Source: an optimization exercise on an open RTL-to-GDS flow (aim: small area). Production flows keep margins and buffers that such runs may drop.
In this exercise RTL edits were held to simulation tests only and were not proved equivalent to the original.
The flow treats the clock pin as an ideal source. Dropping or thinning the clock tree relies on that and would not hold on a real chip.
Power figures rest on the tool's default switching activity, not on a simulated workload.

garnet:
## clock
module clock (
  input clk,
  input reset,
  input switch,
  output [6:0] led_a,
  output [6:0] led_b,
  output [6:0] led_c,
  output [6:0] led_d,
  output [6:0] led_e,
  output [6:0] led_f
);
reg [3:0] cyc;
wire [3:0] cyc_n, cyc_f;
wire cyc_last;
reg [3:0] s0;
wire [3:0] s0_n, s0_f;
wire s0_last;
reg [2:0] s1;
wire [2:0] s1_n, s1_f;
wire s1_last;
reg [3:0] m0;
wire [3:0] m0_n, m0_f;
wire m0_last;
reg [2:0] m1;
wire [2:0] m1_n, m1_f;
wire m1_last;
reg [4:0] hr;
wire [4:0] hr_n, hr_f;
wire hr_last;
wire en_s0 = cyc_last;
wire en_s1 = en_s0 & s0_last;
wire en_m0 = en_s1 & s1_last;
wire en_m1 = en_m0 & m0_last;
wire en_hr = en_m1 & m1_last;
assign cyc_n[0] = (~reset) | (cyc[1]);
assign cyc_n[1] = (~cyc[0] & ~cyc[3] & reset) | (~cyc[0] & ~cyc[1] & reset) | (cyc[2] & reset);
assign cyc_n[2] = (~cyc[0] & ~cyc[2] & cyc[3] & reset);
assign cyc_n[3] = (~reset) | (~cyc[3]) | (~cyc[0] & ~cyc[2]);
assign cyc_last = (cyc[0] & cyc[1] & ~cyc[3]);
assign s0_f[0] = (s0[2] & ~s0[3]) | (s0[0] & s0[1] & s0[3]) | (~s0[0] & s0[2]);
assign s0_n[0] = ~reset | (en_s0 ? s0_f[0] : s0[0]);
assign s0_f[1] = (~s0[0] & s0[3]) | (s0[0] & s0[1] & ~s0[3]) | (s0[2] & s0[3]) | (~s0[0] & s0[2]);
assign s0_n[1] = reset & (en_s0 ? s0_f[1] : s0[1]);
assign s0_f[2] = (~s0[0] & ~s0[3]) | (~s0[1]) | (s0[0] & ~s0[2] & s0[3]);
assign s0_n[2] = ~reset | (en_s0 ? s0_f[2] : s0[2]);
assign s0_f[3] = (~s0[3]);
assign s0_n[3] = reset & (en_s0 ? s0_f[3] : s0[3]);
assign s0_last = (s0[0] & ~s0[2] & s0[3]);
assign led_a[0] = (~s0[1]);
assign led_a[1] = (~s0[0] & s0[2]) | (s0[2] & s0[3]);
assign led_a[2] = (s0[0] & ~s0[2]) | (s0[3]);
  ...
Size: about 150 cells after synthesis, about 45 I/O pins.
Settings: LEC_CHECK=0, ABC_AREA=1, CAP_MARGIN=20, CELL_PAD_IN_SITES_DETAIL_PLACEMENT=1, CORE_AREA=2 2 66 66, DIE_AREA=0 0 68 68, PLACE_DENSITY=0.4, SLEW_MARGIN=20; clock period 20.0 ns.
standard.sh (not shown) runs the stock make flow with config.mk's settings and CLKGATE_MAP_FILE= SYNTH_SCRIPT=/design/flow/synth_recipe.tcl, a recipe that flattens the netlist after the stock synthesis.
==> flow/flow/run.sh <==
#!/bin/bash
# Standard ORFS flow with three changes:
#  1. the combinational logic of the standard synthesis netlist is collapsed and
#     re-optimised with ABC's &deepsyn (16 seeds, the smallest result is kept); the registers
#     stay exactly as the standard synthesis made them (names and cells);
#  2. ports are buffered with buf_1;
#  3. after CTS the clock tree is collapsed into one buf_12 (flow/onebuf.tcl).
set -euo pipefail
W=$(pwd)
R=$W/orfs/results/$FLOW_PLATFORM/clock/base
LIB=$FLOW_HOME/platforms/$FLOW_PLATFORM/lib/sky130_fd_sc_hd__tt_025C_1v80.lib

bash standard.sh synth > $W/std_synth.log 2>&1
cp $R/1_2_yosys.v $W/std_netlist.v

reopt() {
  local s=$1
  printf 'strash\ncollapse\nsop\nstrash\ndc2\n&get -n\n&deepsyn -T %s -S %s\n&put\ndch -f\namap\ntopo\n' "$DEEP_T" "$s" > $W/deep_$s.abc
  cat > $W/reopt_$s.ys <<EOF
read_liberty -ignore_miss_func $LIB
read_verilog $W/std_netlist.v
hierarchy -top $FLOW_TOP
setattr -mod -set keep_hierarchy 1 sky130_fd_sc_hd__df*
flatten
opt_clean -purge
abc -script $W/deep_$s.abc -liberty $LIB -dont_use *probe* -dont_use *lpflow* -dont_use *clkbuf* -dont_use *clkinv* -dont_use *_0
opt_clean -purge
hilomap -singleton -hicell sky130_fd_sc_hd__conb_1 HI -locell sky130_fd_sc_hd__conb_1 LO
select $FLOW_TOP
write_verilog -noattr -noexpr -selected $W/reopt_$s.v
EOF
  yosys -l $W/reopt_$s.log -q $W/reopt_$s.ys > /dev/null 2>&1 || true
  yosys -l $W/reopt_stat_$s.log -q -p "read_liberty -lib $LIB; read_verilog $W/reopt_$s.v; hierarchy -top $FLOW_TOP; tee -o $W/reopt_$s.stat stat -liberty $LIB" > /dev/null 2>&1 || true
}
DEEP_T=${DEEP_T:-20}
SEEDS="0 1 2 3 4 5 6 7 8 9 10 11 12 13 14 15"
set -- $SEEDS
while (( $# )); do
  for s in "${@:1:4}"; do reopt $s & done
  wait
  shift $(( $# < 4 ? $# : 4 ))
done
best=""; bestA=1e18
for s in $SEEDS; do
  [[ -s $W/reopt_$s.v && -s $W/reopt_$s.stat ]] || continue
  a=$(grep "Chip area for module" $W/reopt_$s.stat | tail -1 | awk '{print $NF}')
  [[ -n "$a" ]] || continue
  if python3 -c "import sys; sys.exit(0 if $a < $bestA else 1)"; then best=$s; bestA=$a; fi
done
echo "reopt areas:"; grep -H "Chip area for module" $W/reopt_*.stat || true
echo "best seed $best area $bestA"
if [[ -n "$best" ]]; then
  rm -f $R/1_synth.odb $R/1_synth.sdc
  cp $W/reopt_$best.v $R/1_2_yosys.v
fi

bash standard.sh BUFFER_PORTS_ARGS="-buffer_cell sky130_fd_sc_hd__buf_1" \
  CTS_ARGS="-sink_clustering_enable -repair_clock_nets -dont_use_dummy_load" \
  POST_CTS_TCL=$W/flow/onebuf.tcl ONEBUF_CELL=sky130_fd_sc_hd__buf_12 \
  finish > $W/std_flow.log 2>&1
Other scripts of this flow, unchanged in this note and not shown: flow/flow/onebuf.tcl
Per the final summary, garnet finished and its layout is clean on timing, DRC and antenna.
Relative to garnet, the following input files were edited for xenon:
--- a/flow/design.v
+++ b/flow/design.v
@@ -30,29 +30,29 @@
 wire en_s0 = cyc_last;
 wire en_s1 = en_s0 & s0_last;
 wire en_m0 = en_s1 & s1_last;
 wire en_m1 = en_m0 & m0_last;
 wire en_hr = en_m1 & m1_last;
 assign cyc_n[0] = (~reset) | (cyc[1]);
 assign cyc_n[1] = (~cyc[0] & ~cyc[3] & reset) | (~cyc[0] & ~cyc[1] & reset) | (cyc[2] & reset);
 assign cyc_n[2] = (~cyc[0] & ~cyc[2] & cyc[3] & reset);
 assign cyc_n[3] = (~reset) | (~cyc[3]) | (~cyc[0] & ~cyc[2]);
 assign cyc_last = (cyc[0] & cyc[1] & ~cyc[3]);
 assign s0_f[0] = (s0[2] & ~s0[3]) | (s0[0] & s0[1] & s0[3]) | (~s0[0] & s0[2]);
 assign s0_n[0] = ~reset | (en_s0 ? s0_f[0] : s0[0]);
-assign s0_f[1] = (~s0[0] & s0[3]) | (s0[0] & s0[1] & ~s0[3]) | (s0[2] & s0[3]) | (~s0[0] & s0[2]);
+assign s0_f[1] = (s0[0] & s0[1] & ~s0[3]) | (~s0[0] & s0[2]) | (~s0[0] & s0[1] & s0[3]) | (s0[2] & s0[3]);
 assign s0_n[1] = reset & (en_s0 ? s0_f[1] : s0[1]);
 assign s0_f[2] = (~s0[0] & ~s0[3]) | (~s0[1]) | (s0[0] & ~s0[2] & s0[3]);
 assign s0_n[2] = ~reset | (en_s0 ? s0_f[2] : s0[2]);
-assign s0_f[3] = (~s0[3]);
+assign s0_f[3] = (~s0[3]) | (~s0[0] & s0[1] & s0[2]);
 assign s0_n[3] = reset & (en_s0 ? s0_f[3] : s0[3]);
 assign s0_last = (s0[0] & ~s0[2] & s0[3]);
 assign led_a[0] = (~s0[1]);
 assign led_a[1] = (~s0[0] & s0[2]) | (s0[2] & s0[3]);
 assign led_a[2] = (s0[0] & ~s0[2]) | (s0[3]);
 assign led_a[3] = (s0[0] & ~s0[2] & ~s0[3]) | (~s0[1] & s0[3]);
 assign led_a[4] = (~s0[0] & s0[1] & s0[2]);
 assign led_a[5] = (~s0[0] & ~s0[2]);
 assign led_a[6] = (s0[0] & ~s0[2] & ~s0[3]) | (s0[0] & ~s0[1] & s0[3]);
 assign s1_f[0] = (~s1[0]);
 assign s1_n[0] = ~reset | (en_s1 ? s1_f[0] : s1[0]);
 assign s1_f[1] = (~s1[0] & s1[2]) | (s1[1] & s1[2]);
--- outcome ---
- Against garnet as the reference, xenon delivers a higher fraction of power spent switching nets.
- Diff garnet -> xenon: largest stage delay on the critical path climbed 0.10 ns, net count of the finished layout now sits lower, power went up about 0.9%.
- Proportion of cell area occupied by registers: garnet vs xenon — no meaningful difference
- xenon against garnet: count of buffers not belonging to the clock network in the layout now sits at about the same level; area added between synthesis and finish now sits at about the same level; part of the total power dissipated in sequential elements now sits lower.
- xenon vs garnet — standby leakage power dropped by a few percent
- Clock network power share: xenon and garnet compared, lower one is garnet
- On xenon: final critical-path share of the clock period is 0.93 points higher than what garnet gave.

==> port drivers added, routing unchanged <==
The results above use ideal ports. As a check the final layouts listed here were re-extracted and re-timed, cells and wires unchanged.
Step 1 sets driving cells, clkbuf_16 on the clock port and buf_2 on the other inputs (assumed; they add their load-dependent delay and slew).
Step 2, shift: input delay + t, output delay - t, t = (earliest + latest rising clock arrival at the registers) / 2. This alone moves slack from input paths to output paths.
a / b / c = ideal ports / drivers / drivers and shift; a / b = the first two.
run | shift t [ns] | setup WS [ns] | pins driven straight from the clock port
garnet | 0.158 | 10.219 / 10.195 / 10.195 | 1
xenon | 0.157 | 10.033 / 10.007 / 10.007 | 1
After both steps setup and hold are still met in every run listed. The setup slack of xenon, which loses most, moves by -0.026 ns with the drivers and by -0.026 ns with both steps.
